This design comes from an exercise in tuning for small area on the open sky130 flow, not from production work. Function was checked by simulation only, so behaviour that the tests miss may differ from the original.

`flow/design.v`:
```
module mul621_fast (input [11:0] x, output [11:0] y);
wire signed [11:0] xx = x;
wire signed [21:0] xs = xx;
wire signed [21:0] a = (xs <<< 3) + xs;
wire signed [21:0] p = (a <<< 6) + (a <<< 2) + a;
assign y = p[21:10];
endmodule
module add_sh_hyb6 #(parameter J = 1) (input [11:0] a, input [11:0] b, input neg, output [11:0] y);
localparam N = 12 - J;
wire [11:0] x = (b >> J) ^ {12{neg}};    
wire [N:0] c;
assign c[0] = neg;
genvar i;
generate for (i = 0; i < N; i = i + 1) begin : g
  assign y[i] = a[i] ^ x[i] ^ c[i];
  assign c[i+1] = (a[i] & x[i]) | (c[i] & (a[i] | x[i]));
end endgenerate
wire k = b[11] ^ neg;      
wire chg = k ^ c[N];       
wire [J:0] run;
assign run[0] = chg;
generate for (i = 0; i < J; i = i + 1) begin : h
  assign y[N+i] = a[N+i] ^ run[i];
  assign run[i+1] = run[i] & (a[N+i] ^ ~c[N]);
end endgenerate
endmodule
module cordic_pipe_rtl( clock, reset, ce, angle_in, sin_out, cos_out, valid_out );
input clock, reset, ce;
input [11:0] angle_in;
output [11:0] sin_out, cos_out;
output valid_out;
reg [3:0] vcnt;
always @(posedge clock) if (reset) vcnt <= 4'd0; else if (ce && vcnt != 4'd15) vcnt <= vcnt + 4'd1;
assign valid_out = (vcnt == 4'd15);
reg signed [11:0] r0;
always @(posedge clock) if (ce) r0 <= angle_in;
wire d0 = r0 > 12'sd0;
wire d1 = d0 ? (r0 > 12'sd804) : (r0 > -12'sd804);
reg d2;
always @* case ({d0,d1})
  2'b11: d2 = r0 > 12'sd1279; 2'b10: d2 = r0 > 12'sd329; 2'b01: d2 = r0 > -12'sd329; default: d2 = r0 > -12'sd1279;
endcase
wire signed [12:0] nang3;
wire [7:0] nang3_b0 = 8'h00;
assign nang3[0] = nang3_b0[{d0,d1,d2}];
wire [7:0] nang3_b1 = 8'h99;
assign nang3[1] = nang3_b1[{d0,d1,d2}];
wire [7:0] nang3_b2 = 8'hee;
assign nang3[2] = nang3_b2[{d0,d1,d2}];
wire [7:0] nang3_b3 = 8'h69;
assign nang3[3] = nang3_b3[{d0,d1,d2}];
wire [7:0] nang3_b4 = 8'h71;
assign nang3[4] = nang3_b4[{d0,d1,d2}];
wire [7:0] nang3_b5 = 8'h71;
assign nang3[5] = nang3_b5[{d0,d1,d2}];
wire [7:0] nang3_b6 = 8'h4d;
assign nang3[6] = nang3_b6[{d0,d1,d2}];
wire [7:0] nang3_b7 = 8'h71;
assign nang3[7] = nang3_b7[{d0,d1,d2}];
wire [7:0] nang3_b8 = 8'h71;
assign nang3[8] = nang3_b8[{d0,d1,d2}];
wire [7:0] nang3_b9 = 8'hd4;
assign nang3[9] = nang3_b9[{d0,d1,d2}];
wire [7:0] nang3_b10 = 8'h33;
assign nang3[10] = nang3_b10[{d0,d1,d2}];
wire [7:0] nang3_b11 = 8'hf0;
assign nang3[11] = nang3_b11[{d0,d1,d2}];
wire [7:0] nang3_b12 = 8'hf0;
assign nang3[12] = nang3_b12[{d0,d1,d2}];
wire signed [12:0] z3 = r0 + nang3;
wire [8:0] z3c = (z3[12:8] == 5'b00000 || z3[12:8] == 5'b11111) ? z3[8:0] : {z3[12], {8{~z3[12]}}};
reg [11:0] r1;
always @(posedge clock) if (ce) r1 <= {d0, d1, d2, z3c};
wire signed [8:0] q3 = r1[8:0];
wire d3 = q3 > 9'sd0;
wire signed [9:0] y4 = d3 ? q3 : q3 + 10'sd254;    
wire [6:0] v = y4[9] ? 7'd0 : y4[8] ? 7'd127 : y4[7:1];
reg [10:0] r2;
always @(posedge clock) if (ce) r2 <= {r1[11:9], d3, v};
reg [10:0] r3;
always @(posedge clock) if (ce) r3 <= r2;
reg [10:0] r4;
always @(posedge clock) if (ce) r4 <= r3;
reg [10:0] r5;
always @(posedge clock) if (ce) r5 <= r4;
reg [10:0] r6;
always @(posedge clock) if (ce) r6 <= r5;
reg [10:0] r7;
always @(posedge clock) if (ce) r7 <= r6;
reg [10:0] r8;
always @(posedge clock) if (ce) r8 <= r7;
reg [10:0] r9;
always @(posedge clock) if (ce) r9 <= r8;
reg [10:0] r10;
always @(posedge clock) if (ce) r10 <= r9;
wire [11:0] sl1, cl2;   
wire [127:0] sl1_b0 = 128'hc003c3f3cccf03ffffc0f333cfc3c003;
assign sl1[0] = sl1_b0[r10[10:4]];
wire [127:0] sl1_b1 = 128'h26fd42cb22d0abf0f015f8771c817f67;
assign sl1[1] = sl1_b1[r10[10:4]];
wire [127:0] sl1_b2 = 128'h3f8b63b16c403eaaaaa9f94152052e9b;
assign sl1[2] = sl1_b2[r10[10:4]];
wire [127:0] sl1_b3 = 128'h60d88982ba3f33333331072a9e56e4f9;
assign sl1[3] = sl1_b3[r10[10:4]];
wire [127:0] sl1_b4 = 128'h1f12a783ccaa6969696baa4c1e32b707;
assign sl1[4] = sl1_b4[r10[10:4]];
wire [127:0] sl1_b5 = 128'h001ccad6a59918e718e766dab4a4c7ff;
assign sl1[5] = sl1_b5[r10[10:4]];
wire [127:0] sl1_b6 = 128'h001f0ce436d252b552b5b493d8c707ff;
assign sl1[6] = sl1_b6[r10[10:4]];
wire [127:0] sl1_b7 = 128'hffe00f07c71c63396339c71c1f07f800;
assign sl1[7] = sl1_b7[r10[10:4]];
wire [127:0] sl1_b8 = 128'h00000ff807e07c3e83c1f81fe007ffff;
assign sl1[8] = sl1_b8[r10[10:4]];
wire [127:0] sl1_b9 = 128'hfffff00007ff803f03fe001ffff80000;
assign sl1[9] = sl1_b9[r10[10:4]];
wire [127:0] sl1_b10 = 128'hfffffffff800003f03ffffe000000000;
assign sl1[10] = sl1_b10[r10[10:4]];
wire [127:0] sl1_b11 = 128'h000000000000003f03ffffffffffffff;
assign sl1[11] = sl1_b11[r10[10:4]];
wire [127:0] cl2_b0 = 128'hffc0f333cfc3c003c003c3f3cccf03ff;
assign cl2[0] = cl2_b0[r10[10:4]];
wire [127:0] cl2_b1 = 128'h0fd50b44d342bf64bf64db52bb493269;
assign cl2[1] = cl2_b1[r10[10:4]];
wire [127:0] cl2_b2 = 128'h557c02368dc6d1fc2e0372297dc1a62b;
assign cl2[2] = cl2_b2[r10[10:4]];
wire [127:0] cl2_b3 = 128'hccccfc5d41911b0660509902ab3e3bb2;
assign cl2[3] = cl2_b3[r10[10:4]];
wire [127:0] cl2_b4 = 128'h96965533c1e548f81f9ab703cdaa6969;
assign cl2[4] = cl2_b4[r10[10:4]];
wire [127:0] cl2_b5 = 128'he71899a56b533800001cda56a49918e7;
assign cl2[5] = cl2_b5[r10[10:4]];
wire [127:0] cl2_b6 = 128'had4a4b6c2730f800001f1c6436d252b5;
assign cl2[6] = cl2_b6[r10[10:4]];
wire [127:0] cl2_b7 = 128'h9cc638e3e0f007ffffe01f87c71c6339;
assign cl2[7] = cl2_b7[r10[10:4]];
wire [127:0] cl2_b8 = 128'h7c3e07e01ff0000000001ff807e07c3e;
assign cl2[8] = cl2_b8[r10[10:4]];
wire [127:0] cl2_b9 = 128'hfc01ffe0000fffffffffe00007ff803f;
assign cl2[9] = cl2_b9[r10[10:4]];
wire [127:0] cl2_b10 = 128'hfc00001ffffffffffffffffff800003f;
assign cl2[10] = cl2_b10[r10[10:4]];
wire [127:0] cl2_b11 = 128'hfc00000000000000000000000000003f;
assign cl2[11] = cl2_b11[r10[10:4]];
wire [11:0] s3, c4;   
add_sh_hyb6 #(7) u_s3 (.a(sl1), .b(cl2), .neg(~r10[3]), .y(s3));
add_sh_hyb6 #(7) u_c4 (.a(cl2), .b(sl1), .neg(r10[3]), .y(c4));
reg [11:0] rs11, rc11;
reg [2:0] rd11;
always @(posedge clock) if (ce) begin rs11 <= s3; rc11 <= c4; rd11 <= r10[2:0]; end
wire [11:0] s5, c6;   
add_sh_hyb6 #(8) u_s5 (.a(rs11), .b(rc11), .neg(~rd11[2]), .y(s5));
add_sh_hyb6 #(8) u_c6 (.a(rc11), .b(rs11), .neg(rd11[2]), .y(c6));
reg [11:0] rs12, rc12;
reg [1:0] rd12;
always @(posedge clock) if (ce) begin rs12 <= s5; rc12 <= c6; rd12 <= rd11[1:0]; end
wire [11:0] s7, c8;   
add_sh_hyb6 #(9) u_s7 (.a(rs12), .b(rc12), .neg(~rd12[1]), .y(s7));
add_sh_hyb6 #(9) u_c8 (.a(rc12), .b(rs12), .neg(rd12[1]), .y(c8));
wire [11:0] s9, c10;   
add_sh_hyb6 #(10) u_s9 (.a(s7), .b(c8), .neg(~rd12[0]), .y(s9));
add_sh_hyb6 #(10) u_c10 (.a(c8), .b(s7), .neg(rd12[0]), .y(c10));
reg [11:0] rs13, rc13;
always @(posedge clock) if (ce) begin rs13 <= s9; rc13 <= c10; end
wire [11:0] ms11, mc12;
mul621_fast u_ms11 (.x(rs13), .y(ms11));
mul621_fast u_mc12 (.x(rc13), .y(mc12));
reg [11:0] rs14, rc14;
always @(posedge clock) if (ce) begin rs14 <= ms11; rc14 <= mc12; end
assign sin_out = rs14;
assign cos_out = rc14;
endmodule
```
`flow/flow/run.sh`:
```
#!/bin/bash
# Layout flow: the standard ORFS flow (standard.sh) with
#  - synthesis without the generic ABC pass that yosys's synth runs before full-adder
#    extraction (registers are unchanged; only the combinational mapping differs),
#  - a smaller clock tree: no dummy loads, clkbuf_8 leaf buffers, clusters of at most 16 sinks,
#  - buf_1 cells as the port buffers.
# Each tool's output goes to standard.log in this folder.
set -o pipefail
export SYNTH_ARGS="-noabc"
export CTS_ARGS="-sink_clustering_enable -repair_clock_nets -dont_use_dummy_load -buf_list sky130_fd_sc_hd__clkbuf_8 -sink_clustering_size 20 -sink_clustering_max_diameter 60"
export BUFFER_PORTS_ARGS="-buffer_cell sky130_fd_sc_hd__buf_1"
bash standard.sh > standard.log 2>&1
```
`flow/constraint.sdc`:
```
create_clock -name core_clock -period 5.0 [get_ports {clock}]
set_input_delay 1.0000 -clock core_clock [delete_from_list [all_inputs] [get_ports {clock}]]
set_output_delay 1.0000 -clock core_clock [all_outputs]
set_load 0.01 [all_outputs]
```
`flow/standard.sh`:
```
#!/bin/bash
# synth_recipe.tcl (not shown) runs the flow's synth.tcl, then flattens the netlist and writes it again
# the make line also repeats each setting of config.mk as NAME=value (left out here)
make -C /OpenROAD-flow-scripts/flow DESIGN_CONFIG=/design/flow/config.mk WORK_HOME=/design/flow/orfs CLKGATE_MAP_FILE= SYNTH_SCRIPT=/design/flow/synth_recipe.tcl "${@:-finish}"
```
`flow/config.mk`:
```
export PLATFORM = sky130hd
export DESIGN_NAME = cordic_pipe_rtl
export DESIGN_NICKNAME = cordic_pipe_rtl
export VERILOG_FILES = /design/flow/design.v
export SDC_FILE = /design/flow/constraint.sdc
export NUM_CORES = 4
export LEC_CHECK = 0
export ABC_AREA = 1
export CAP_MARGIN = 20
export CORE_MARGIN = 2
export CORE_UTILIZATION = 60
export PLACE_DENSITY = 0.75
export SLEW_MARGIN = 20
```
==> run notes, run 1 <==
- Crit Path Category: reg -> reg
- Initial DRC Count: 1,380
- Synth Flop Type: edfxtp_1
- WHS: 382 ps
- Area delta synth->final: 13.5%
- Pin count of the biggest net entering global routing: 160
- Critical Path AT: 5170 ps
- Period minus WS final: 4880 ps
- WL per Instance: 18.9 microns
- Worst path bufs/invs: 2
- Gr usage total: 28.8%
- Syn Area/Cell: 9.57 sq um
- Rel. slew slack: 44.0%
- Fin. max-slew vios: 0
- Clock Skew: 84.0 ps
- CTS tree: built
- Critical Path Sink Type: flop
- CTS Buf Count: 22
- HP Class: reg -> reg
- Crit-path max cell delay: 490 ps
- Core footprint: 25,300 sq um
- Clock latency on the worst-skew pair: 570 ps
- Setup WS pre-CTS: -62.2 ps
- Commonest cells after routing, fill and taps aside: nand2_1 (330), edfxtp_1 (224), buf_4 (143)
- Layout Nets: 1,951
- Post-synth ARST share: 0%
- Chip width: 165 microns
- Vias in the first global route: 12,061
- Starting Density: 61.4%
- Mapped Cells: 1,624
- Max clock buf depth: 3
- Setup Viol. Count Final: 0
- Cts hold-fix bufs: 0
- Worst path cell trace: xor2_1 > fa_2 > fa_2 > fa_2 > or2_1 > o21ai_1 > inv_1 > nor2_4 > xor2_2 > xor2_2 > fa_2 > inv_1 > fa_2 > xnor2_1 > nand2_1 > nor2_1 > nand3_1 > xor2_1
- Post-route setup slack: 118 ps
- Vias per cell: 5.90
- Final core occ: 69.7%
- Post-synthesis register bit count: 228
- IO buf count: 39
- Overall die height: 165 microns
- Worst-path clk slew: 110 ps
- Vias: 12,552
- Hold Fails Final Rpt: 0
- Most frequent CP cell: fa_2
- CP delay by family, top: adder cells
- Worst path required time: 5290 ps
- GR Overflow Total: 0
- RePlAce Congestion: 1.04
- Total routed wirelength: 40,200 microns
- Worst-Margin Slew: 840 ps
- Peak fanout along the critical path: 6
- Period utilization: 97.6%
- Max Clock Freq: 205 MHz
- Distinct cell type count after synthesis: 63
- TNS Setup: 0 ps
- CTS root buffer: clkbuf_8
- Die area: 27,200 sq um
- Outcome: no timing/DRC/antenna violations
- Slowest CP cell: edfxtp_1
- Drt drc: 0
- ANT cells: 0
- Crit start category: flop
- Post-Syn Nets: 1,776
- Cell row count: 58
- Initial antenna violation count: 0
- RSZ-0062 raised after global routing: yes
- Yosys warns: 1
- # IOs: 40
- Clock H-tree levels: 1
- Max-capacitance violation count: 0
- Most common cell after layout, fill and taps aside: nand2_1
- Post-synth EDFFs: 224
- DR pass1 iterations: 6
- Cell area after synthesis: 15,500 sq um
- Sequential share of the synthesized area: 43.8%
- Layout cells sized above 1: 16.0%
- ANT nets after route: 0
- First-pass GRT wire length: 61,100 microns
- Clock sinks: 228
- Post-DP HPWL: 30,300 microns
## final timing paths
| path | from | endpoint | slack, ps | cells past startpoint |
|---|---|---|---|---|
| worst max-delay path | rd12[1]$_DFFE_PP_ | rs13[6]$_DFFE_PP_ | 120 | 18 |
| worst min-delay path | r5[3]$_DFFE_PP_ | r6[3]$_DFFE_PP_ | 380 | 0 |
| worst max register to register | rd12[1]$_DFFE_PP_ | rs13[6]$_DFFE_PP_ | 120 | 18 |
| worst min register to register | r5[3]$_DFFE_PP_ | r6[3]$_DFFE_PP_ | 380 | 0 |
## cells by family (layout without fill, tap and decap cells)
family	after synthesis	in the layout	share of synthesized area, %
flip-flops	228	228	43.8
adder cells (fa/ha/maj)	137	137	13.6
XOR/XNOR	152	152	8.80
multiplexers	1	1	0.0724
AND/OR/NAND/NOR	622	623	17.7
buffers and inverters	195	367	5.06
AO/OA/AOI/OAI	289	289	11.0
## final cells by class
cell class | instances | area [sq um]
tap | 330 | 413
sequential | 228 | 6810
inverter | 158 | 601
clock buffer | 22 | 303
timing repair buffer | 187 | 1320
multi-input combinational | 1202 | 8210
fill | 1841 | 7670
## timing repair
item / 4_1_cts / 5_1_grt
pin swaps: 0 / 24
endpoints found under the setup margin: 12 / 41
hold endpoints to repair: 0 / 0
gates cloned: 0 / 1
setup buffers: 1 / 24
gates resized for setup: 5 / 56
## registers in the layout (all words and copies together), names as in the netlist, 4 cells and up
name,flops
rc11,12
r8,11
rs13,12
r5,11
r3,11
rc13,12
vcnt,4
r7,11
rc14,12
r1,12
rs11,12
r4,11
rs14,12
r0,12
r6,11
r9,11
rc12,12
r10,11
rs12,12
r2,11
## routing by layer
metal / vias up / wire length, microns / GRT usage (%)
met1: 5992 / 16500 / 37.2
li1: 5941 / - / -
met5: - / 0 / 0
met2: 498 / 19600 / 49.0
met3: 121 / 2450 / 3.97
met4: 0 / 1690 / 12.1
## synthesized netlist by cell type (all sizes together), types with 17 or more instances
cell type | count | area share, %
ha | 84 | 6.8
xnor2 | 42 | 2.5
inv | 156 | 3.8
buf | 20 | 0.82
fa | 53 | 6.8
nor2 | 108 | 3.2
nand3 | 119 | 3.9
edfxtp | 224 | 43
a21oi | 105 | 3.5
nand2 | 346 | 8.6
clkbuf | 17 | 0.41
o21ai | 93 | 3.0
xor2 | 110 | 6.3
nand4 | 23 | 1.0
## stage by stage
stage	instances	area, sq um
3_5_place_dp	2079	16900
2_1_floorplan	1624	15600
6_report	2127	17700
3_3_place_gp	2079	16900
4_1_cts	2102	17300
5_1_grt	2127	17700
==> run 2: changes to the inputs <==
--- a/flow/config.mk
+++ b/flow/config.mk
@@ -10,4 +10,4 @@
 export CORE_MARGIN = 2
 export CORE_UTILIZATION = 60
-export PLACE_DENSITY = 0.75
 export SLEW_MARGIN = 20
+export TNS_END_PERCENT = 5
==> run 2 against run 1 <==
Against the previous run: still clean; non-clock buffer count is 10 lower; critical path depth grew 1; wire length fell by 3.7%; critical path type unchanged; largest cell class unchanged.
==> run notes, run 2 <==
- Outcome: no timing/DRC/antenna violations
- Core footprint: 25,300 sq um (unchanged)
- Main area contributors after synthesis: edfxtp_1 (43%), nand2_1 (8.1%), fa_1 (6.8%)
- Clock Skew: 107 ps (+22.7 ps)
- Crit-path max cell delay: 470 ps (-20 ps)
- Worst-Margin Slew: 902 ps (+62.5 ps)
- Fillcell total: 1,863 (+1.2%)
- Chip width: 165 microns (unchanged)
- Synth top area share: 43.3% (unchanged)
- Peak fanout along the critical path: 8 (+2)
- Inst Count DP: 2,064 (-0.72%)
- Multi-input logic area: 8170 sq um (-0.53%)
- Cell area after synthesis: 15,500 sq um (unchanged)
- CTS root buffer: clkbuf_8
- Worst path required time: 5320 ps (+30 ps)
- Post-route setup slack: 109 ps (-8.68 ps)
- RSZ-0062 raised after global routing: yes
- # IOs: 40 (unchanged)
- Worst path cell trace: xor2_1 > fa_2 > fa_2 > fa_2 > buf_4 > xnor2_2 > nand4_1 > nor2_2 > xor2_2 > xor2_2 > fa_1 > inv_1 > fa_2 > clkinv_4 > xor2_4 > nand4_4 > nor2_4 > buf_4 > xor2_1
- RePlAce Congestion: 1.04 (about the same)
- Drt drc: 0 (unchanged)
- Clock H-tree levels: 1 (unchanged)
- Most common cell in the netlist: nand2_1
- ANT nets after route: 0 (unchanged)
- Fin. max-slew vios: 0 (unchanged)
- Pin count of the biggest net entering global routing: 88 (-45%)
- Period minus WS final: 4890 ps (+8.68 ps)
- Max clock buf depth: 3 (unchanged)
- Vias per cell: 5.89 (-0.26%)
- Area delta synth->final: 13.1%
- Hold Fails Final Rpt: 0 (unchanged)
- Rel. slew slack: 39.8% (-4.2 points)
- Synth Flop Type: edfxtp_1
- Vias in the first global route: 11,960 (-0.84%)
- Initial DRC Count: 1,441 (+4.4%)
- CTS tree: built
- Max Clock Freq: 204 MHz (-0.18%)
- Layout cells sized above 1: 14.9% (-1.0 points)
- Area leader, netlist: edfxtp_1
- Crit Path Category: reg -> reg
- Clock latency on the worst-skew pair: 580 ps (about the same)
- Commonest cells post-synth: nand2_1 (334), edfxtp_1 (224), inv_1 (147)
- Worst-path clk slew: 100 ps (about the same)
- Slowest CP cell: edfxtp_1
- Cell row count: 58 (unchanged)
- Starting Density: 61.4% (unchanged)
- Post-synth EDFFs: 224 (unchanged)
- Post-Syn Nets: 1,776 (unchanged)
- Critical Path AT: 5210 ps (+40 ps)
- GR Overflow Total: 0 (unchanged)
- First-pass GRT wire length: 60,100 microns (-1.6%)
- WL per Instance: 18.3 microns (-3.3%)
- Initial antenna violation count: 0 (unchanged)
- Die area: 27,200 sq um (unchanged)
- Layout Nets: 1,942 (-0.46%)
- Yosys warns: 1 (unchanged)
- Gr usage total: 28.2% (-0.59 points)
- Total routed wirelength: 38,700 microns (-3.7%)
- Setup WS pre-CTS: -161 ps (-98.9 ps)
- TNS Setup: 0 ps (unchanged)
- Overall die height: 165 microns (unchanged)
- HP Class: reg -> reg
- Period utilization: 97.8% (+0.17 points)
- Critical Path Sink Type: flop
- IO buf count: 39 (unchanged)
- Post-synthesis register bit count: 228 (unchanged)
- Most common cell after layout, fill and taps aside: nand2_1
- Commonest cells after routing, fill and taps aside: nand2_1 (333), edfxtp_1 (224), inv_1 (143)
- Clock sinks: 228 (unchanged)
- Post-synth ARST share: 0% (unchanged)
- Crit start category: flop
- Fin area: 17,600 sq um (-0.42%)
- ANT cells: 0 (unchanged)
- Sequential share of the synthesized area: 43.8% (unchanged)
- Max-capacitance violation count: 0 (unchanged)
- Most frequent CP cell: fa_2
- CP delay by family, top: adder cells
- Post-DP Area: 16,800 sq um (-0.72%)
- Reg area: 6810 sq um (unchanged)
- Worst path bufs/invs: 4 (+2)
- Distinct cell type count after synthesis: 63 (unchanged)
- Syn Area/Cell: 9.57 sq um (unchanged)
- Setup Viol. Count Final: 0 (unchanged)
- Fin cells: 2,118 (-0.42%)
- Vias: 12,466 (-0.69%)
- Mapped Cells: 1,624 (unchanged)
- Post-DP HPWL: 29,100 microns (-3.7%)
- DR pass1 iterations: 7 (+1)
- CTS Buf Count: 24 (+9.1%)
-- run 2: what timing repair did --
action,4_1_cts,5_1_grt
gates resized for setup,7,49
hold buffers,0,0
pin swaps,1,22
setup endpoints to repair,9,41
gates cloned,0,0
endpoints found under the hold margin,0,0
buffers inserted,2,28
-- run 2: final cells by class --
type	instances	area share (%)
Multi-Input combinational cell	1201	46.5
Timing Repair Buffer	177	7.13
Clock buffer	24	1.88
Sequential cell	228	38.7
Inverter	158	3.44
Tap cell	330	2.35
-- run 2: cells by family after synthesis --
family / after synthesis / share of synthesized area, %
muxes: 1 / 0.0724
xor gates and xnor gates: 152 / 8.80
and+or+nand+nor: 622 / 17.7
adders and majority gates: 137 / 13.6
DFF: 228 / 43.8
buffers and inverters: 195 / 5.06
AOI/OAI and AO/OA: 289 / 11.0
-- run 2: path summary, 6_finish.rpt --
path                            depth (start not counted)               from           endpoint  slack (ps)
worst min register to register                          0   r10[2]$_DFFE_PP_  rd11[2]$_DFFE_PP_         350
worst max register to register                         19  rd12[1]$_DFFE_PP_  rs13[7]$_DFFE_PP_         110
worst max-delay path                                   19  rd12[1]$_DFFE_PP_  rs13[7]$_DFFE_PP_         110
worst min-delay path                                    0   r10[2]$_DFFE_PP_  rd11[2]$_DFFE_PP_         350
-- run 2: metrics by stage --
| step | hold slack, ps | util [%] |
|---|---|---|
| finish | 347 | 69.4 |
| global route | 367 | 69.4 |
| CTS | 368 | 67.8 |
| detailed placement | 405 | 66.4 |
| global placement | 401 | 66.4 |
| floorplan | 400 | - |
-- run 2: worst register-to-register path: stages (launching register included) --
cell and delay, ps:
edfxtp_1 470, xor2_1 220, fa_2 380, fa_2 370, fa_2 410, buf_4 180
xnor2_2 160, nand4_1 150, nor2_2 210, xor2_2 210, xor2_2 110, fa_1 390
inv_1 120, fa_2 320, clkinv_4 150, xor2_4 240, nand4_4 140, nor2_4 210
buf_4 150, xor2_1 60
-- run 2: routing by layer --
| layer | share of wire [%] | global-route usage, % | vias up | wire length, microns |
|---|---|---|---|---|
| met5 | 0 | 0 | - | 0 |
| met4 | 4.6 | 12.1 | 0 | 1780 |
| met3 | 6.3 | 4.12 | 145 | 2450 |
| met2 | 48 | 48.7 | 562 | 18700 |
| met1 | 41 | 35.5 | 5829 | 15800 |
| li1 | - | - | 5930 | - |
==> run 3: changes to the inputs <==
--- a/flow/config.mk
+++ b/flow/config.mk
@@ -11,3 +11,2 @@
 export CORE_UTILIZATION = 60
 export SLEW_MARGIN = 20
-export TNS_END_PERCENT = 5
==> run 3 against run 2 <==
Against the previous run: still clean; clock-buffer cell count decreased by 2; sequential share of layout area increased by 0.20 points; global-route usage shrank 0.29 points; critical endpoint is now rs13[6]$_DFFE_PP_; highest routed layer unchanged.
==> run notes, run 3 <==
- Outcome: no timing/DRC/antenna violations
- DR pass1 iterations: 5 (-2)
- Clock Skew: 86.9 ps (-19.9 ps)
- Synth top area share: 43.3% (unchanged)
- Fin area: 17,500 sq um (-0.52%)
- IO buf count: 39 (unchanged)
- Syn Area/Cell: 9.57 sq um (unchanged)
- Die area: 27,200 sq um (unchanged)
- Total routed wirelength: 38,200 microns (-1.2%)
- Setup Viol. Count Final: 0 (unchanged)
- Most common cell in the netlist: nand2_1
- Max Clock Freq: 210 MHz (+2.5%)
- Max-capacitance violation count: 0 (unchanged)
- Gr usage total: 27.9% (-0.29 points)
- Crit start category: flop
- Area leader, netlist: edfxtp_1
- CTS Buf Count: 22 (-8.3%)
- Distinct cell type count after synthesis: 63 (unchanged)
- Met3 usage: 3.54% (-0.58 points)
- Rel. slew slack: 47.5% (+7.6 points)
- Main area contributors after synthesis: edfxtp_1 (43%), nand2_1 (8.1%), fa_1 (6.8%)
- Post-synth ARST share: 0% (unchanged)
- Reg2reg end: rs13[6]$_DFFE_PP_
- Core footprint: 25,300 sq um (unchanged)
- Crit-path max cell delay: 460 ps (about the same)
- Worst path cell trace: xor2_2 > fa_2 > fa_2 > fa_2 > buf_6 > xnor2_2 > nand4_1 > nor2_4 > xor2_4 > xor2_2 > fa_2 > inv_1 > fa_2 > buf_4 > nand3_1 > nand2_2 > nand2_2 > nor2_4 > nand3_1 > xor2_1
- Layout cells sized above 1: 15.2% (+0.27 points)
- Setup WS pre-CTS: -53.7 ps (+107 ps)
- Post-DP Area: 16,700 sq um (-0.46%)
- Reg2reg path depth: 20 (+1)
- Drt drc: 0 (unchanged)
- RePlAce Congestion: 1.01 (-2.4%)
- Vias in the first global route: 11,739 (-1.8%)
- # IOs: 40 (unchanged)
- Initial DRC Count: 1,268 (-12%)
- First-pass GRT wire length: 59,400 microns (-1.2%)
- ANT cells: 0 (unchanged)
- Sequential share of the synthesized area: 43.8% (unchanged)
- Vias: 12,476 (+0.080%)
- WL per Instance: 18.2 microns (-0.62%)
- Post-DP HPWL: 29,100 microns (-0.10%)
- Initial antenna violation count: 0 (unchanged)
- Clock sinks: 228 (unchanged)
- Critical Path Sink Type: flop
- Crit Path Category: reg -> reg
- Post-route setup slack: 228 ps (+119 ps)
- Yosys warns: 1 (unchanged)
- Crit path from: rs12[9]$_DFFE_PP_
- Worst-path clk slew: 100 ps (about the same)
- Clock H-tree levels: 1 (unchanged)
- TNS Setup: 0 ps (unchanged)
- ANT nets after route: 0 (unchanged)
- Period minus WS final: 4770 ps (-119 ps)
- Area delta synth->final: 12.5%
- Hold Crit Depth: 0 (unchanged)
- Max clock buf depth: 3 (unchanged)
- Most common cell after layout, fill and taps aside: nand2_1
- Worst-Margin Slew: 788 ps (-114 ps)
- HP Class: reg -> reg
- Chip width: 165 microns (unchanged)
- Cell row count: 58 (unchanged)
- Commonest cells post-synth: nand2_1 (334), edfxtp_1 (224), inv_1 (147)
- GR Overflow Total: 0 (unchanged)
- Cell area after synthesis: 15,500 sq um (unchanged)
- Synth Flop Type: edfxtp_1
- Busiest grt layer: met2
- Cts hold-fix bufs: 0 (unchanged)
- Slowest CP cell: edfxtp_1
- Layout Nets: 1,930 (-0.62%)
- Met2 usage: 47.4% (-1.3 points)
- Overall die height: 165 microns (unchanged)
- Most frequent CP cell: fa_2
- CTS root buffer: clkbuf_8
- Peak fanout along the critical path: 8 (unchanged)
- Post-synthesis register bit count: 228 (unchanged)
- Starting Density: 61.4% (unchanged)
- Mapped Cells: 1,624 (unchanged)
- Vias per cell: 5.92 (+0.65%)
- Setup crit end: rs13[6]$_DFFE_PP_
- Pin count of the biggest net entering global routing: 75 (-15%)
- Fin. max-slew vios: 0 (unchanged)
- Commonest cells after routing, fill and taps aside: nand2_1 (330), edfxtp_1 (224), inv_1 (141)
- CTS tree: built
- Hold path start: r1[10]$_DFFE_PP_
- Critical Path AT: 5010 ps (-200 ps)
- Post-Syn Nets: 1,776 (unchanged)
- Clock latency on the worst-skew pair: 560 ps (-20 ps)
- Worst path required time: 5240 ps (-80 ps)
- R2R setup slack: 230 ps (+120 ps)
- Met1 GRT Util: 36.7% (+1.1 points)
- Reg2reg start: rs12[9]$_DFFE_PP_
- Hold Fails Final Rpt: 0 (unchanged)
- Period utilization: 95.4% (-2.4 points)
- Post-synth EDFFs: 224 (unchanged)
run 3: cell counts after synthesis:
Identical to the previous run, type by type.
run 3: critical path: cells and delay by family (launching register included):
family | cells | cell delay (ps)
adders and majority gates | 5 | 1870
and+or+nand+nor | 7 | 930
xor gates and xnor gates | 5 | 830
DFF | 1 | 460
buffers and inverters | 3 | 410
run 3: cell type report:
cell class	instances	area, sq um
tap	330	413
inverter	158	606
timing repair buffer	166	1150
sequential	228	6810
clock buffer	22	303
multi-input combinational	1202	8210
fill	1909	7840
run 3: worst min path at each step:
stage                                   to  slack [ps]
after floorplan           r10[0]$_DFFE_PP_         400
final                      r2[9]$_DFFE_PP_         370
after CTS                  r2[9]$_DFFE_PP_         370
after detailed placement  r10[5]$_DFFE_PP_         400
after global routing       r2[9]$_DFFE_PP_         370
after global placement     r4[3]$_DFFE_PP_         400
run 3: timing repair:
action | CTS | global route
pin swaps | 0 | 25
setup buffers | 0 | 29
setup endpoints to repair | 7 | 44
gates resized for setup | 3 | 68
gates cloned | 0 | 1
run 3: metal layers:
layer	up-vias	part of all wire, %
li1	5906	-
met1	5923	41
met2	529	49
met3	118	6.0
met4	0	4.2
met5	-	0
run 3: stage by stage:
step / hold slack, ps / util, % / instances
finish: 372 / 69.0 / 2106
global route: 373 / 69.0 / 2106
CTS: 370 / 67.3 / 2076
detailed placement: 405 / 66.1 / 2054
global placement: 402 / 66.1 / 2054
floorplan: 400 / - / 1624
run 3: kinds of logic (layout without fill, tap and decap cells):
group | Yosys count | count (layout) | share of synthesized area [%]
AND/OR/NAND/NOR | 622 | 623 | 17.7
flip-flops | 228 | 228 | 43.8
adder cells (fa/ha/maj) | 137 | 137 | 13.6
multiplexers | 1 | 1 | 0.0724
AO/OA/AOI/OAI | 289 | 289 | 11.0
buffers and inverters | 195 | 346 | 5.06
XOR/XNOR | 152 | 152 | 8.80
==> run 4: changes to the inputs <==
--- a/flow/flow/run.sh
+++ b/flow/flow/run.sh
@@ -3,5 +3,5 @@
 #  - synthesis without the generic ABC pass that yosys's synth runs before full-adder
 #    extraction (registers are unchanged; only the combinational mapping differs),
-#  - a smaller clock tree: no dummy loads, clkbuf_8 leaf buffers, clusters of at most 16 sinks,
+#  - a smaller clock tree: no dummy loads, clkbuf_8 leaf buffers, clusters of at most 20 sinks,
 #  - buf_1 cells as the port buffers.
 # Each tool's output goes to standard.log in this folder.
--- a/flow/config.mk
+++ b/flow/config.mk
@@ -6,5 +6,4 @@
 export NUM_CORES = 4
 export LEC_CHECK = 0
-export ABC_AREA = 1
 export CAP_MARGIN = 20
 export CORE_MARGIN = 2
==> run 4 against run 3 <==
Against the previous run: the layout now fails its checks (negative setup slack); synthesized cell count down 1.7%; critical path depth up 5; global-route usage increased by 2.7 points; utilization up 3.4 points; fmax is 8.9% lower; die area increased by 7.0%; via count grew 9.7%; critical endpoint is now r1[2]$_DFFE_PP_; highest routed layer unchanged.
==> run notes, run 4 <==
- Reg2reg path depth: 25 (+25%)
- Reg2reg end: r1[2]$_DFFE_PP_
- Synth Flop Type: edfxtp_1
- Post-synthesis compound-gate area fraction: 18.5% (+7.5 points)
- Cts hold-fix bufs: 0 (unchanged)
- Vias per cell: 6.31 (+6.6%)
- Vias: 13,689 (+9.7%)
- RePlAce Congestion: 1.01 (-0.13%)
- Crit Path Category: reg -> reg
- Gr usage total: 30.6% (+2.7 points)
- Post-synthesis register bit count: 228 (unchanged)
- CTS tree: built
- Post-Synth Simple-Gate Area: 13.9% (-3.8 points)
- Slowest CP cell: edfxtp_1
- Period utilization: 105% (+9.3 points)
- Most common cell after layout, fill and taps aside: edfxtp_1
- Hold path endpoint: r6[0]$_DFFE_PP_
- Worst-path clk slew: 110 ps (about the same)
- Mux contribution to synthesized area: 1.10% (+1.0 points)
- Post-route setup slack: -237 ps (-465 ps)
- Die area: 29,100 sq um (+7.0%)
- Critical Path AT: 5560 ps (+550 ps)
- Multi-input logic area: 9800 sq um (+19%)
- Rel. slew slack: 34.9% (-13 points)
- WL per Instance: 20.7 microns (+14%)
- Max Clock Freq: 191 MHz (-8.9%)
- DR pass1 iterations: 6 (+1)
- Post-Syn Nets: 1,748 (-1.6%)
- Clock Skew: 66.4 ps (-20.5 ps)
- Commonest cells post-synth: edfxtp_1 (224), a21oi_1 (116), nor2_1 (105)
- Chip width: 171 microns (+3.4%)
- RSZ-0062 raised after global routing: yes
- Clock latency on the worst-skew pair: 570 ps (about the same)
- Hold Crit Depth: 0 (unchanged)
- Worst-Margin Slew: 977 ps (+188 ps)
- Clock sinks: 228 (unchanged)
- Total routed wirelength: 44,900 microns (+17%)
- Crit start category: flop
- First-pass GRT wire length: 69,900 microns (+18%)
- Sequential share of the synthesized area: 40.9% (-2.9 points)
- Peak fanout along the critical path: 5 (-3)
- Drt drc: 0 (unchanged)
- Fillcell total: 1,912 (+0.16%)
- Reg2reg start: r0[7]$_DFFE_PP_
- Starting Density: 61.5% (+0.081 points)
- Max clock buf depth: 3 (unchanged)
- Mapped Cells: 1,596 (-1.7%)
- Yosys warns: 1 (unchanged)
- HP Class: reg -> reg
- Cell row count: 60 (+3.4%)
- Post-synth EDFFs: 224 (unchanged)
- Crit-path max cell delay: 430 ps (-30 ps)
- Hold path start: r5[0]$_DFFE_PP_
- TNS Setup: -1570 ps (-1570 ps)
- Post-DP Area: 18,400 sq um (+10%)
- ANT nets after route: 0 (unchanged)
- Commonest cells after routing, fill and taps aside: edfxtp_1 (224), buf_4 (214), nand2_1 (104)
- Hold Fails Final Rpt: 0 (unchanged)
- GR Overflow Total: 0 (unchanged)
- Clock H-tree levels: 1 (unchanged)
- Fin. max-slew vios: 0 (unchanged)
- Post-synthesis adder-cell area fraction: 12.8% (-0.79 points)
- Fin area: 19,600 sq um (+12%)
- Reg area: 6810 sq um (unchanged)
- Worst path required time: 5320 ps (+80 ps)
- Layout Nets: 1,950 (+1.0%)
- Pin count of the biggest net entering global routing: 70 (-6.7%)
- Distinct cell type count after synthesis: 106 (+68%)
- Critical Path Sink Type: flop
- Post-DP HPWL: 32,200 microns (+11%)
- Synth top area share: 40.4% (-2.9 points)
- Max-capacitance violation count: 0 (unchanged)
- # IOs: 40 (unchanged)
- Outcome: finished with violations
- R2R setup slack: -240 ps (-460 ps)
- Cell area after synthesis: 16,700 sq um (+7.1%)
- Area leader, netlist: edfxtp_1
- Setup Viol. Count Final: 8 (+8)
- IO buf count: 39 (unchanged)
- Main area contributors after synthesis: edfxtp_1 (40%), fa_1 (6.4%), ha_1 (6.3%)
- Syn Area/Cell: 10.4 sq um (+9.0%)
- Layout cells sized above 1: 22.6% (+7.4 points)
- Layout check faults: negative setup slack
- Initial DRC Count: 1,153 (-9.1%)
- Post-Synth XOR/XNOR Area: 9.00% (+0.19 points)
- Post-synth ARST share: 0% (unchanged)
- Main combinational cell family by area after synthesis: compound AO/OA/AOI/OAI gates
- ANT cells: 0 (unchanged)
- Overall die height: 171 microns (+3.4%)
- Initial antenna violation count: 0 (unchanged)
- CTS root buffer: clkbuf_8
- CTS Buf Count: 24 (+9.1%)
- Period minus WS final: 5240 ps (+465 ps)
- Area delta synth->final: 17.8%
- Most common cell in the netlist: edfxtp_1
- Core footprint: 27,100 sq um (+7.0%)
- Vias in the first global route: 13,178 (+12%)
- Final core occ: 72.4% (+3.4 points)
-- run 4: cell types whose count changed in the layout (fill, tap and decap cells not counted), moves of 17 or more --
cell | previous run | this run
nor3_1 | 9 | 35
nand2_1 | 330 | 104
a21o_1 | 7 | 27
nand3_1 | 116 | 37
o21a_1 | 2 | 19
xnor2_1 | 39 | 93
buf_4 | 122 | 214
nor2b_1 | 0 | 19
xor2_1 | 96 | 58
nand2b_1 | 0 | 23
inv_1 | 141 | 40
-- run 4: what timing repair did --
action / 4_1_cts / 5_1_grt
endpoints found under the setup margin: 24 / 48
gates resized for setup: 28 / 85
pin swaps: 22 / 45
buffers inserted: 31 / 18
-- run 4: per-stage QoR --
stage / std cells / worst slack (ps) / hold slack, ps
2_1_floorplan: 1596 / 1.04 / 400
3_3_place_gp: 2096 / -43.0 / 401
3_5_place_dp: 2096 / -135 / 405
4_1_cts: 2151 / -153 / 371
5_1_grt: 2168 / -466 / 371
6_report: 2168 / -237 / 369
-- run 4: how the worst max path moves through the flow --
stage	endpoint	depth (start not counted)	startpoint
after floorplan	r1[7]$_DFFE_PP_	23	r0[7]$_DFFE_PP_
after global placement	r1[7]$_DFFE_PP_	23	r0[1]$_DFFE_PP_
after detailed placement	rs13[11]$_DFFE_PP_	19	rd12[1]$_DFFE_PP_
after CTS	r1[7]$_DFFE_PP_	23	r0[6]$_DFFE_PP_
after global routing	r1[2]$_DFFE_PP_	24	r0[1]$_DFFE_PP_
final	r1[2]$_DFFE_PP_	25	r0[7]$_DFFE_PP_
-- run 4: layout make-up --
type | instances | share of cell area (%)
sequential | 228 | 34.7
tap | 372 | 2.37
timing repair buffer | 270 | 10.4
multi-input combinational | 1226 | 49.9
inverter | 48 | 0.931
clock buffer | 24 | 1.68
-- run 4: cells by family after synthesis --
| kind of cell | count (synthesis) |
|---|---|
| adder cells (fa/ha/maj) | 139 |
| buffers and inverters | 142 |
| multiplexers | 15 |
| AND/OR/NAND/NOR | 446 |
| flip-flops | 228 |
| XOR/XNOR | 166 |
| AO/OA/AOI/OAI | 460 |
-- run 4: layer usage --
layer  vias up  track usage [%]  wire, microns  part of all wire [%]
li1       6352                -              -                     -
met5         -                0              0                     0
met1      6608             39.0          17700                    39
met2       582             52.5          22200                    49
met3       147             4.19           2920                   6.5
met4         0             13.0           2130                   4.7
-- run 4: critical path, delay by kind of cell (launching register included) --
kind	cells	cell delay [ps]
AOI/OAI and AO/OA	10	1960
and+or+nand+nor	7	1090
adders and majority gates	2	520
DFF	1	430
buffers and inverters	3	400
muxes	1	320
xor gates and xnor gates	2	290
==> run 5: changes to the inputs <==
--- a/flow/config.mk
+++ b/flow/config.mk
@@ -6,4 +6,5 @@
 export NUM_CORES = 4
 export LEC_CHECK = 0
+export ABC_AREA = 1
 export CAP_MARGIN = 20
 export CORE_MARGIN = 2
==> run 5 against run 4 <==
Against the previous run: now clean on timing, DRC and antenna; utilization fell by 3.4 points; synthesized cell count increased by 1.8%; global-route usage is 2.7 points lower; largest cell class unchanged; highest routed layer unchanged.
==> run notes, run 5 <==
- Crit Path Category: reg -> reg
- Hold Fails Final Rpt: 0 (unchanged)
- Commonest cells after routing, fill and taps aside: nand2_1 (330), edfxtp_1 (224), inv_1 (141)
- Critical Path AT: 5010 ps (-550 ps)
- CTS tree: built
- Cts hold-fix bufs: 0 (unchanged)
- Hold path start: r1[10]$_DFFE_PP_
- Synth Flop Type: edfxtp_1
- # IOs: 40 (unchanged)
- Die area: 27,200 sq um (-6.5%)
- Final core occ: 69.0% (-3.4 points)
- Drt drc: 0 (unchanged)
- HP Class: reg -> reg
- ANT nets after route: 0 (unchanged)
- Post-Syn Nets: 1,776 (+1.6%)
- Setup Viol. Count Final: 0 (-8)
- WHS: 372 ps (+3.08 ps)
- RePlAce Congestion: 1.01 (+0.13%)
- Chip width: 165 microns (-3.3%)
- Hold Crit Depth: 0 (unchanged)
- Critical Path Sink Type: flop
- Fillcell total: 1,909 (-0.16%)
- Area leader, netlist: edfxtp_1
- Core footprint: 25,300 sq um (-6.5%)
- Initial antenna violation count: 0 (unchanged)
- Pin count of the biggest net entering global routing: 75 (+7.1%)
- TNS Setup: 0 ps (+1570 ps)
- Main area contributors after synthesis: edfxtp_1 (43%), nand2_1 (8.1%), fa_1 (6.8%)
- ANT cells: 0 (unchanged)
- CTS Buf Count: 22 (-8.3%)
- Clock H-tree levels: 1 (unchanged)
- Worst-Margin Slew: 788 ps (-188 ps)
- Post-Synth XOR/XNOR Area: 8.80% (-0.19 points)
- Vias in the first global route: 11,739 (-11%)
- Worst-path clk slew: 100 ps (about the same)
- Peak fanout along the critical path: 8 (+3)
- Sequential share of the synthesized area: 43.8% (+2.9 points)
- DR pass1 iterations: 5 (-1)
- Met2 usage: 47.4% (-5.1 points)
- Worst path required time: 5240 ps (-80 ps)
- Post-synthesis adder-cell area fraction: 13.6% (+0.79 points)
- Clock sinks: 228 (unchanged)
- Overall die height: 165 microns (-3.3%)
- Reg2reg start: rs12[9]$_DFFE_PP_
- Post-synthesis compound-gate area fraction: 11.0% (-7.5 points)
- Max-capacitance violation count: 0 (unchanged)
- Total routed wirelength: 38,200 microns (-15%)
- Synth top area share: 43.3% (+2.9 points)
- Yosys warns: 1 (unchanged)
- Period minus WS final: 4770 ps (-465 ps)
- Vias: 12,476 (-8.9%)
- Met1 GRT Util: 36.7% (-2.4 points)
- R2R setup slack: 230 ps (+460 ps)
- Rel. slew slack: 47.5% (+13 points)
- Initial DRC Count: 1,268 (+10%)
- Max clock buf depth: 3 (unchanged)
- Cell row count: 58 (-3.3%)
- Reg2reg path depth: 20 (-20%)
- Most common cell in the netlist: nand2_1
- Gr usage total: 27.9% (-2.7 points)
- Post-synth ARST share: 0% (unchanged)
- Commonest cells post-synth: nand2_1 (334), edfxtp_1 (224), inv_1 (147)
- Layout cells sized above 1: 15.2% (-7.4 points)
- Outcome: no timing/DRC/antenna violations
- Fin area: 17,500 sq um (-11%)
- WL per Instance: 18.2 microns (-12%)
- Clock latency on the worst-skew pair: 560 ps (about the same)
- IO buf count: 39 (unchanged)
- Crit path from: rs12[9]$_DFFE_PP_
- Fin. max-slew vios: 0 (unchanged)
- Met3 usage: 3.54% (-0.65 points)
- Post-Synth Simple-Gate Area: 17.7% (+3.8 points)
- Post-synth EDFFs: 224 (unchanged)
- Max Clock Freq: 210 MHz (+9.7%)
- Syn Area/Cell: 9.57 sq um (-8.3%)
- Area delta synth->final: 12.5%
- Cell area after synthesis: 15,500 sq um (-6.7%)
- Clock Skew: 86.9 ps (+20.5 ps)
- Post-synthesis register bit count: 228 (unchanged)
- Starting Density: 61.4% (-0.081 points)
- CTS root buffer: clkbuf_8
- Post-DP Area: 16,700 sq um (-9.3%)
- Vias per cell: 5.92 (-6.2%)
- Most common cell after layout, fill and taps aside: nand2_1
- First-pass GRT wire length: 59,400 microns (-15%)
- Distinct cell type count after synthesis: 63 (-41%)
- Post-DP HPWL: 29,100 microns (-9.7%)
- Period utilization: 95.4% (-9.3 points)
- Reg2reg end: rs13[6]$_DFFE_PP_
- Crit start category: flop
- Setup crit end: rs13[6]$_DFFE_PP_
- Mux contribution to synthesized area: 0.0724% (-1.0 points)
- Main combinational cell family by area after synthesis: simple AND/OR/NAND/NOR gates
- Mapped Cells: 1,624 (+1.8%)
- GR Overflow Total: 0 (unchanged)
- Busiest grt layer: met2
- Layout Nets: 1,930 (-1.0%)
==> run 5: changes by cell type in the layout (fill, tap and decap cells not counted), sizes merged, moves of 17 or more <==
cell / change
nand2: +241
inv: +109
buf: -104
nand3: +80
xnor2: -63
xor2: +49
nor3: -34
nand2b: -24
a21o: -20
nor2b: -20
o21a: -17
==> run 5: worst min-delay path by stage <==
stage,end,slack [ps]
floorplan,r10[0]$_DFFE_PP_,400
global placement,r4[3]$_DFFE_PP_,400
detailed placement,r10[5]$_DFFE_PP_,400
CTS,r2[9]$_DFFE_PP_,370
global route,r2[9]$_DFFE_PP_,370
finish,r2[9]$_DFFE_PP_,370
==> run 5: logic make-up (layout without fill, tap and decap cells) <==
logic type / after synthesis / in the layout
buffers and inverters: 195 / 346
AOI/OAI and AO/OA: 289 / 289
DFF: 228 / 228
xor gates and xnor gates: 152 / 152
and+or+nand+nor: 622 / 623
muxes: 1 / 1
adders and majority gates: 137 / 137
==> run 5: per-layer routing <==
| metal | vias up | share of wire, % | routed length [microns] |
|---|---|---|---|
| met5 | - | 0 | 0 |
| met4 | 0 | 4.2 | 1600 |
| met3 | 118 | 6.0 | 2310 |
| met2 | 529 | 49 | 18600 |
| met1 | 5923 | 41 | 15800 |
| li1 | 5906 | - | - |
==> run 5: metrics by stage <==
stage               worst slack [ps]  cells
floorplan                       2.18   1624
global placement                67.6   2054
finish                           228   2106
detailed placement             -53.7   2054
global route                   -71.5   2106
CTS                             9.76   2076
==> run 5: cell type report <==
type | count | area (sq um) | area share [%]
tap | 330 | 413 | 2.36
inverter | 158 | 606 | 3.46
multi-input combinational | 1202 | 8210 | 46.9
timing repair buffer | 166 | 1150 | 6.57
sequential | 228 | 6810 | 38.9
clock buffer | 22 | 303 | 1.73
==> run 5: critical path, cell delays in order (launching register included) <==
cell	delay, ps
edfxtp_1	460
xor2_2	210
fa_2	380
fa_2	380
fa_2	430
buf_6	160
xnor2_2	170
nand4_1	180
nor2_4	210
xor2_4	190
xor2_2	100
fa_2	340
inv_1	90
fa_2	340
buf_4	160
nand3_1	90
nand2_2	120
nand2_2	90
nor2_4	130
nand3_1	110
xor2_1	160
==> run 5: timing repair <==
item	in CTS	in global routing
pin swaps	0	25
cloned	0	1
resized for setup	3	68
setup buffers	0	29
endpoints found under the setup margin	7	44
==> run 6: changes to the inputs <==
--- a/flow/config.mk
+++ b/flow/config.mk
@@ -7,6 +7,6 @@
 export LEC_CHECK = 0
 export ABC_AREA = 1
-export CAP_MARGIN = 20
+export CAP_MARGIN = 0
 export CORE_MARGIN = 2
 export CORE_UTILIZATION = 60
-export SLEW_MARGIN = 20
+export SLEW_MARGIN = 0
==> run 6 against run 5 <==
Against the previous run: critical path type unchanged; first-iteration DRC count unchanged; critical endpoint unchanged; highest routed layer unchanged; register-to-register slack is essentially flat; global-route usage did not move.
==> run notes, run 6 <==
- Rel. slew slack: 47.5% (unchanged)
- CTS tree: built
- Commonest cells after routing, fill and taps aside: nand2_1 (330), edfxtp_1 (224), inv_1 (141)
- Core footprint: 25,300 sq um (unchanged)
- Hold path start: r1[10]$_DFFE_PP_
- Overall die height: 165 microns (unchanged)
- CTS Buf Count: 22 (unchanged)
- Critical Path AT: 5010 ps (about the same)
- Cell row count: 58 (unchanged)
- Vias in the first global route: 11,739 (unchanged)
- Area delta synth->final: 12.5% (unchanged)
- Post-Syn Nets: 1,776 (unchanged)
- ANT nets after route: 0 (unchanged)
- Max clock buf depth: 3 (unchanged)
- Total routed wirelength: 38,200 microns (unchanged)
- Clock Skew: 86.9 ps (unchanged)
- WHS: 372 ps (unchanged)
- Synth top area share: 43.3% (unchanged)
- WL per Instance: 18.2 microns (unchanged)
- DR pass1 iterations: 5 (unchanged)
- Period utilization: 95.4% (unchanged)
- Peak fanout along the critical path: 8 (unchanged)
- Vias: 12,476 (unchanged)
- R2R setup slack: 230 ps (about the same)
- CTS root buffer: clkbuf_8
- Distinct cell type count after synthesis: 63 (unchanged)
- Synth Flop Type: edfxtp_1
- Commonest cells post-synth: nand2_1 (334), edfxtp_1 (224), inv_1 (147)
- Layout Nets: 1,930 (unchanged)
- Clock H-tree levels: 1 (unchanged)
- Area leader, netlist: edfxtp_1
- Fin cells: 2,106 (unchanged)
- Post-synth ARST share: 0% (unchanged)
- Final core occ: 69.0% (unchanged)
- # IOs: 40 (unchanged)
- RePlAce Congestion: 1.01 (unchanged)
- Hold Crit Depth: 0 (unchanged)
- Crit Path Category: reg -> reg
- Gr usage total: 27.9% (unchanged)
- Mapped Cells: 1,624 (unchanged)
- Max Clock Freq: 210 MHz (unchanged)
- Drt drc: 0 (unchanged)
- Fin area: 17,500 sq um (unchanged)
- IO buf count: 39 (unchanged)
- Most common cell after layout, fill and taps aside: nand2_1
- Initial DRC Count: 1,268 (unchanged)
- Pin count of the biggest net entering global routing: 75 (unchanged)
- Clock latency on the worst-skew pair: 560 ps (about the same)
- GR Overflow Total: 0 (unchanged)
- Reg2reg end: rs13[6]$_DFFE_PP_
- Reg2reg path depth: 20 (unchanged)
- Starting Density: 61.4% (unchanged)
- Inst Count DP: 2,054 (unchanged)
- Post-synth EDFFs: 224 (unchanged)
- Reg2reg start: rs12[9]$_DFFE_PP_
- Outcome: no timing/DRC/antenna violations
- Max-capacitance violation count: 0 (unchanged)
- Hold path endpoint: r2[9]$_DFFE_PP_
- Sequential share of the synthesized area: 43.8% (unchanged)
- Worst-path clk slew: 100 ps (about the same)
- Yosys warns: 1 (unchanged)
- Most common cell in the netlist: nand2_1
- ANT cells: 0 (unchanged)
- Initial antenna violation count: 0 (unchanged)
- Worst path required time: 5240 ps (about the same)
- Chip width: 165 microns (unchanged)
- Worst-Margin Slew: 788 ps (unchanged)
- Clock sinks: 228 (unchanged)
- Syn Area/Cell: 9.57 sq um (unchanged)
- Main area contributors after synthesis: edfxtp_1 (43%), nand2_1 (8.1%), fa_1 (6.8%)
- Fin. max-slew vios: 0 (unchanged)
- HP Class: reg -> reg
- Crit start category: flop
- Period minus WS final: 4770 ps (unchanged)
- Critical Path Sink Type: flop
- Die area: 27,200 sq um (unchanged)
- Post-DP Area: 16,700 sq um (unchanged)
- Cts hold-fix bufs: 0 (unchanged)
- Vias per cell: 5.92 (unchanged)
- Hold Fails Final Rpt: 0 (unchanged)
- First-pass GRT wire length: 59,400 microns (unchanged)
- Cell area after synthesis: 15,500 sq um (unchanged)
- Post-DP HPWL: 29,100 microns (unchanged)
- Layout cells sized above 1: 15.2% (unchanged)
- Post-synthesis register bit count: 228 (unchanged)
- Setup Viol. Count Final: 0 (unchanged)
## run 6: per-stage QoR
| stage | setup slack [ps] | setup TNS (ps) |
|---|---|---|
| after floorplan | 2.18 | 0 |
| after global placement | 67.6 | 0 |
| after detailed placement | -53.7 | -212 |
| after CTS | 9.76 | 0 |
| after global routing | -71.5 | -570 |
| final | 228 | 0 |
## run 6: final cells by class
cell class	instances	area [sq um]
clock buffer	22	303
fill	1909	7840
timing repair buffer	166	1150
multi-input combinational	1202	8210
sequential	228	6810
inverter	158	606
tap	330	413
## run 6: cell families after synthesis
logic type	share of synthesized area, %
XOR/XNOR	8.80
AND/OR/NAND/NOR	17.7
adder cells (fa/ha/maj)	13.6
multiplexers	0.0724
buffers and inverters	5.06
AO/OA/AOI/OAI	11.0
flip-flops	43.8
## run 6: worst max-delay path by stage
stage | startpoint | to | slack, ps | cells after the start
2_1_floorplan | rd12[1]$_DFFE_PP_ | rc13[10]$_DFFE_PP_ | 2 | 23
3_3_place_gp | rd12[1]$_DFFE_PP_ | rs13[10]$_DFFE_PP_ | 70 | 20
3_5_place_dp | rd12[1]$_DFFE_PP_ | rc13[10]$_DFFE_PP_ | -50 | 20
4_1_cts | rd12[1]$_DFFE_PP_ | rs13[11]$_DFFE_PP_ | 10 | 20
5_1_grt | rs12[9]$_DFFE_PP_ | rs13[6]$_DFFE_PP_ | -70 | 21
6_report | rs12[9]$_DFFE_PP_ | rs13[6]$_DFFE_PP_ | 230 | 20
## run 6: metal layers
| metal | share of wire [%] | wire (microns) | global-route usage (%) |
|---|---|---|---|
| met1 | 41 | 15800 | 36.7 |
| met4 | 4.2 | 1600 | 10.8 |
| met5 | 0 | 0 | 0 |
| met3 | 6.0 | 2310 | 3.54 |
| met2 | 49 | 18600 | 47.4 |
## run 6: critical path, stage by stage, from the launching register on
cell      delay, ps
edfxtp_1        460
xor2_2          210
fa_2            380
fa_2            380
fa_2            430
buf_6           160
xnor2_2         170
nand4_1         180
nor2_4          210
xor2_4          190
xor2_2          100
fa_2            340
inv_1            90
fa_2            340
buf_4           160
nand3_1          90
nand2_2         120
nand2_2          90
nor2_4          130
nand3_1         110
xor2_1          160
## run 6: repair_timing
action,4_1_cts,5_1_grt
endpoints found under the setup margin,7,44
setup buffers,0,29
cloned,0,1
pin swaps,0,25
hold endpoints to repair,0,0
resized for setup,3,68

## what the ideal ports hide
No port has a modelled driver above. Below, the same layouts with a new extraction and two added sets of constraints.
Step 1 assumes that a clkbuf_16 drives the clock port and a buf_2 every other input.
Step 2, shift: input delay + t, output delay - t, t = (earliest + latest rising clock arrival at the registers) / 2. This alone moves slack from input paths to output paths.
Three values: ideal, step 1, step 2; two values: the first two.
| run | shift t [ns] | slack for setup (ns) | hold slack, ns | worst slew at a driven data input, ns |
|---|---|---|---|---|
| run 1 | 0.574 | 0.118 / 0.118 / 0.118 | 0.382 / 0.382 / 0.382 | 0.03 |
| run 2 | 0.580 | 0.109 / 0.109 / 0.109 | 0.347 / 0.347 / 0.347 | 0.04 |
| run 3 | 0.559 | 0.228 / 0.228 / 0.228 | 0.372 / 0.372 / 0.372 | 0.05 |
| run 4 | 0.593 | -0.237 / -0.237 / -0.237 | 0.369 / 0.369 / 0.369 | 0.03 |
| run 5 | 0.559 | 0.228 / 0.228 / 0.228 | 0.372 / 0.372 / 0.372 | 0.05 |
| run 6 | 0.559 | 0.228 / 0.228 / 0.228 | 0.372 / 0.372 / 0.372 | 0.05 |
